Context: an optimization exercise on an open-source flow, tuned for small area. The choices shown serve that exercise and are no tape-out recipe.
The RTL was checked by simulation tests, not by an equivalence proof against the original design.

==> 01-15: inputs <==
==> flow/design.v <==
module piso_tge #(
    parameter INPUT_SIZE = 1024,
    parameter OUTPUT_SIZE = 64
)
(
    input wire clk,
    input wire ce,
    input wire rst,
    input wire [1023:0] i_parallel,
    output wire [63:0] o_serial,
    input wire      fifo_empty,
    output wire     fifo_re,
    output wire     valid
);
localparam CYCLES_BTW = INPUT_SIZE/OUTPUT_SIZE; 
localparam IDLE = 2'b0;
localparam BUSY = 2'b1;
reg [$clog2(CYCLES_BTW)-1:0] counter;
reg re, valid_r;  
reg state, next_state;
always@(posedge clk)begin
    if(rst)
        state <= IDLE;
    else
        state <= next_state;
end
always@(*)begin
    case(state)
        IDLE:   begin
            if(~fifo_empty)     next_state = BUSY;
            else                next_state = IDLE;
        end
        BUSY:   begin
            if(counter==(CYCLES_BTW)-1) next_state = IDLE;
            else                        next_state = BUSY;
        end
    endcase 
end
always@(posedge clk)begin
    case(state)
        IDLE: begin
            counter<=0;
            valid_r <= 0;
        end
        BUSY: begin
            valid_r<= 1;
            counter <= counter +1;
        end
    endcase
end
always@(posedge clk)begin
    re = ~state && next_state && ~rst;
end
assign fifo_re = re; 
reg [OUTPUT_SIZE-1:0] serial_out;
always@(posedge clk)begin
    case(counter)
        1: serial_out = i_parallel[OUTPUT_SIZE-1:0];   
        2: serial_out = i_parallel[2*OUTPUT_SIZE-1:1*OUTPUT_SIZE];
        3: serial_out = i_parallel[3*OUTPUT_SIZE-1:2*OUTPUT_SIZE];
        4: serial_out = i_parallel[4*OUTPUT_SIZE-1:3*OUTPUT_SIZE];
        5: serial_out = i_parallel[5*OUTPUT_SIZE-1:4*OUTPUT_SIZE];
        6: serial_out = i_parallel[6*OUTPUT_SIZE-1:5*OUTPUT_SIZE];
        7: serial_out = i_parallel[7*OUTPUT_SIZE-1:6*OUTPUT_SIZE];
        8: serial_out = i_parallel[8*OUTPUT_SIZE-1:7*OUTPUT_SIZE];
        9: serial_out = i_parallel[9*OUTPUT_SIZE-1:8*OUTPUT_SIZE];
        10: serial_out = i_parallel[10*OUTPUT_SIZE-1:9*OUTPUT_SIZE];
        11: serial_out = i_parallel[11*OUTPUT_SIZE-1:10*OUTPUT_SIZE];
        12: serial_out = i_parallel[12*OUTPUT_SIZE-1:11*OUTPUT_SIZE];
        13: serial_out = i_parallel[13*OUTPUT_SIZE-1:12*OUTPUT_SIZE];
        14: serial_out = i_parallel[14*OUTPUT_SIZE-1:13*OUTPUT_SIZE];
        15: serial_out = i_parallel[15*OUTPUT_SIZE-1:14*OUTPUT_SIZE];
        0: serial_out = i_parallel[16*OUTPUT_SIZE-1:15*OUTPUT_SIZE];
    endcase
end
reg valid_delay;
always@(posedge clk)begin
    valid_delay = valid_r;
end
assign valid = valid_delay; 
assign o_serial = serial_out; 
endmodule 
==> flow/run.sh <==
#!/bin/bash
# synth_recipe.tcl (not shown) runs the flow's synth.tcl, then flattens the netlist and writes it again
# the make line also repeats each setting of config.mk as NAME=value (left out here)
make -C /OpenROAD-flow-scripts/flow DESIGN_CONFIG=/design/flow/config.mk WORK_HOME=/design/flow/orfs CLKGATE_MAP_FILE= SYNTH_SCRIPT=/design/flow/synth_recipe.tcl finish
==> flow/config.mk <==
export PLATFORM = sky130hd
export DESIGN_NAME = piso_tge
export DESIGN_NICKNAME = piso_tge
export VERILOG_FILES = /design/flow/design.v
export SDC_FILE = /design/flow/constraint.sdc
export NUM_CORES = 4
export LEC_CHECK = 0
export CAP_MARGIN = 20
export CORE_AREA = 10 10 410 410
export DIE_AREA = 0 0 420 420
export SLEW_MARGIN = 20
==> flow/constraint.sdc <==
create_clock -name core_clock -period 3.0 [get_ports {clk}]
set_input_delay 0.6000 -clock core_clock [delete_from_list [all_inputs] [get_ports {clk}]]
set_output_delay 0.6000 -clock core_clock [all_outputs]
set_load 0.01 [all_outputs]
==> 05-27: changes against 01-15 <==
==> flow/design.v, changed modules only <==
module piso_tge (
    input  wire          clk,
    input  wire          ce,
    input  wire          rst,
    input  wire [1023:0] i_parallel,
    output wire [63:0]   o_serial,
    input  wire          fifo_empty,
    output wire          fifo_re,
    output wire          valid
);
reg        busy;
reg  [3:0] k;
reg        re;
reg        v1;
reg        valid_r;
reg [63:0] serial_out;
always @(posedge clk) begin
    busy    <= !rst && (busy ? (k != 4'd15) : !fifo_empty);
    k       <= busy ? k + 4'd1 : 4'd0;
    re      <= !busy && !fifo_empty && !rst;
    v1      <= busy;
    valid_r <= v1;
end
wire [15:0] sel;
genvar j;
generate
    for (j = 0; j < 16; j = j + 1) begin : g_sel
        assign sel[j] = (k == ((j + 1) % 16));
    end
endgenerate
wire [63:0] mux;
generate
    for (j = 0; j < 64; j = j + 1) begin : g_bit
        piso_mux16 u_mux (
            .d({i_parallel[960+j], i_parallel[896+j], i_parallel[832+j], i_parallel[768+j],
                i_parallel[704+j], i_parallel[640+j], i_parallel[576+j], i_parallel[512+j],
                i_parallel[448+j], i_parallel[384+j], i_parallel[320+j], i_parallel[256+j],
                i_parallel[192+j], i_parallel[128+j], i_parallel[64+j],  i_parallel[j]}),
            .s(sel),
            .y(mux[j])
        );
    end
endgenerate
always @(posedge clk)
    serial_out <= mux;
assign fifo_re  = re;
assign valid    = valid_r;
assign o_serial = serial_out;
endmodule
module piso_mux16 (
    input  wire [15:0] d,
    input  wire [15:0] s,
    output wire        y
);
    wire [4:0] n;
    wire       t, a;
    piso_aoi222 u0 (.a(d[2:0]),   .b(s[2:0]),   .y(n[0]));
    piso_aoi222 u1 (.a(d[5:3]),   .b(s[5:3]),   .y(n[1]));
    piso_aoi222 u2 (.a(d[8:6]),   .b(s[8:6]),   .y(n[2]));
    piso_aoi222 u3 (.a(d[11:9]),  .b(s[11:9]),  .y(n[3]));
    piso_aoi222 u4 (.a(d[14:12]), .b(s[14:12]), .y(n[4]));
    piso_nand2  u5 (.a(d[15]), .b(s[15]), .y(t));
    piso_and3   u6 (.a(n[0]), .b(n[1]), .c(n[2]), .y(a));
    piso_nand4  u7 (.a(a), .b(n[3]), .c(n[4]), .d(t), .y(y));
endmodule
module piso_aoi222 (
    input  wire [2:0] a,
    input  wire [2:0] b,
    output wire       y
);
    assign y = ~((a[0] & b[0]) | (a[1] & b[1]) | (a[2] & b[2]));
endmodule
module piso_nand2 (
    input  wire a,
    input  wire b,
    output wire y
);
    assign y = ~(a & b);
endmodule
module piso_and3 (
    input  wire a,
    input  wire b,
    input  wire c,
    output wire y
);
    assign y = a & b & c;
endmodule
module piso_nand4 (
    input  wire a,
    input  wire b,
    input  wire c,
    input  wire d,
    output wire y
);
    assign y = ~(a & b & c & d);
endmodule
==> flow/flow/run.sh (new file) <==
#!/bin/bash
# Standard ORFS layout, with the port buffers inserted as buf_1 cells
# (the default picks clkdlybuf4s50_1, 2.7x the area).
set -euo pipefail
export BUFFER_PORTS_ARGS="-buffer_cell sky130_fd_sc_hd__buf_1"
bash standard.sh finish > standard.log 2>&1
==> flow/standard.sh (new file) <==
#!/bin/bash
# synth_recipe.tcl (not shown) runs the flow's synth.tcl, then flattens the netlist and writes it again
# the make line also repeats each setting of config.mk as NAME=value (left out here)
make -C /OpenROAD-flow-scripts/flow DESIGN_CONFIG=/design/flow/config.mk WORK_HOME=/design/flow/orfs CLKGATE_MAP_FILE= SYNTH_SCRIPT=/design/flow/synth_recipe.tcl "${@:-finish}"
--- a/flow/config.mk
+++ b/flow/config.mk
@@ -6,6 +6,7 @@
 export NUM_CORES = 4
 export LEC_CHECK = 0
 export CAP_MARGIN = 20
-export CORE_AREA = 10 10 410 410
-export DIE_AREA = 0 0 420 420
+export CORE_AREA = 4 4 226 226
+export DIE_AREA = 0 0 230 230
 export SLEW_MARGIN = 20
+export SYNTH_HIERARCHICAL = 1
removed: flow/run.sh
==> impl_results.md <==
- Die Ht: 230 um
- Post-synth top cells: 320 x a222oi_1, 72 x dfxtp_1, 67 x and3_1, 65 x nand2_1, 64 x nand4_1
- Compound-Gate Fraction of Synth Area: ~54%
- Failing step: I/O pin placement
- Post-synthesis mux area share: less than 1%
- Post-synth top area cell: a222oi_1
- YS warnings: 7
- Tool Error: [ERROR PPL-0024] Number of IO pins (1094) exceeds maximum number of available positions (826). Increase the die perimeter from 920.00um to 1487.84um.
- Avg Synthesized Cell Area: 9.589 sq um
- XOR/XNOR share of the synthesized area: less than 1%
- Run status: stopped before the end
- Die Width: between 200 and 250 um
The numbers above come from 05-27.

==> impl_results.md <==
- FF/Latch Area: roughly 0.0014 sq mm
- Commonest non-fill, non-tap cell in the layout: clkdlybuf4s50_1
- Area grow syn2layout: 161.9%
- YS warnings: 1
- Post-synthesis mux area share: between 10% and 20%
- Run status: no timing/DRC/antenna violations
- Die Width: 420 um
- Post-synth top area cell: dfxtp_1
- Area of the multi-input gates: about 0.0070 sq mm
- Post-synth top cells: 162 x a22oi_1, 154 x nor2_1, 122 x a22o_1, 109 x a21oi_1, 90 x mux2i_1
- Skew final: about 0.036 ns
- XOR/XNOR share of the synthesized area: less than 1%
- Die Ht: between 400 and 500 um
The numbers above come from 01-15.

[static timing again, ports no longer ideal]
Ports are ideal in the flow. The routed layout listed here was re-timed in OpenROAD.
Step 1 assumes that a clkbuf_16 drives the clock port and a buf_2 every other input.
Step 2 moves the port delays by t, midway between the first and last clock arrival at a register: inputs arrive t later, outputs are due t later. That takes back most of the time a late clock gives input paths.
a / b / c = ideal ports / drivers / drivers and shift; a / b = the first two.
run: 01-15
shift t [ns]: 0.518
setup slack, ns: 0.214 / 0.214 / 0.214
worst setup path at the end: register to register
clock arrival spread, ns: 0.036 / 0.037
worst register clock-pin slew, ns: 0.10 / 0.10
After both steps 01-15 still meets setup and hold. The setup slack of 01-15 moves by 0.000 ns with the drivers and by 0.000 ns with both steps.
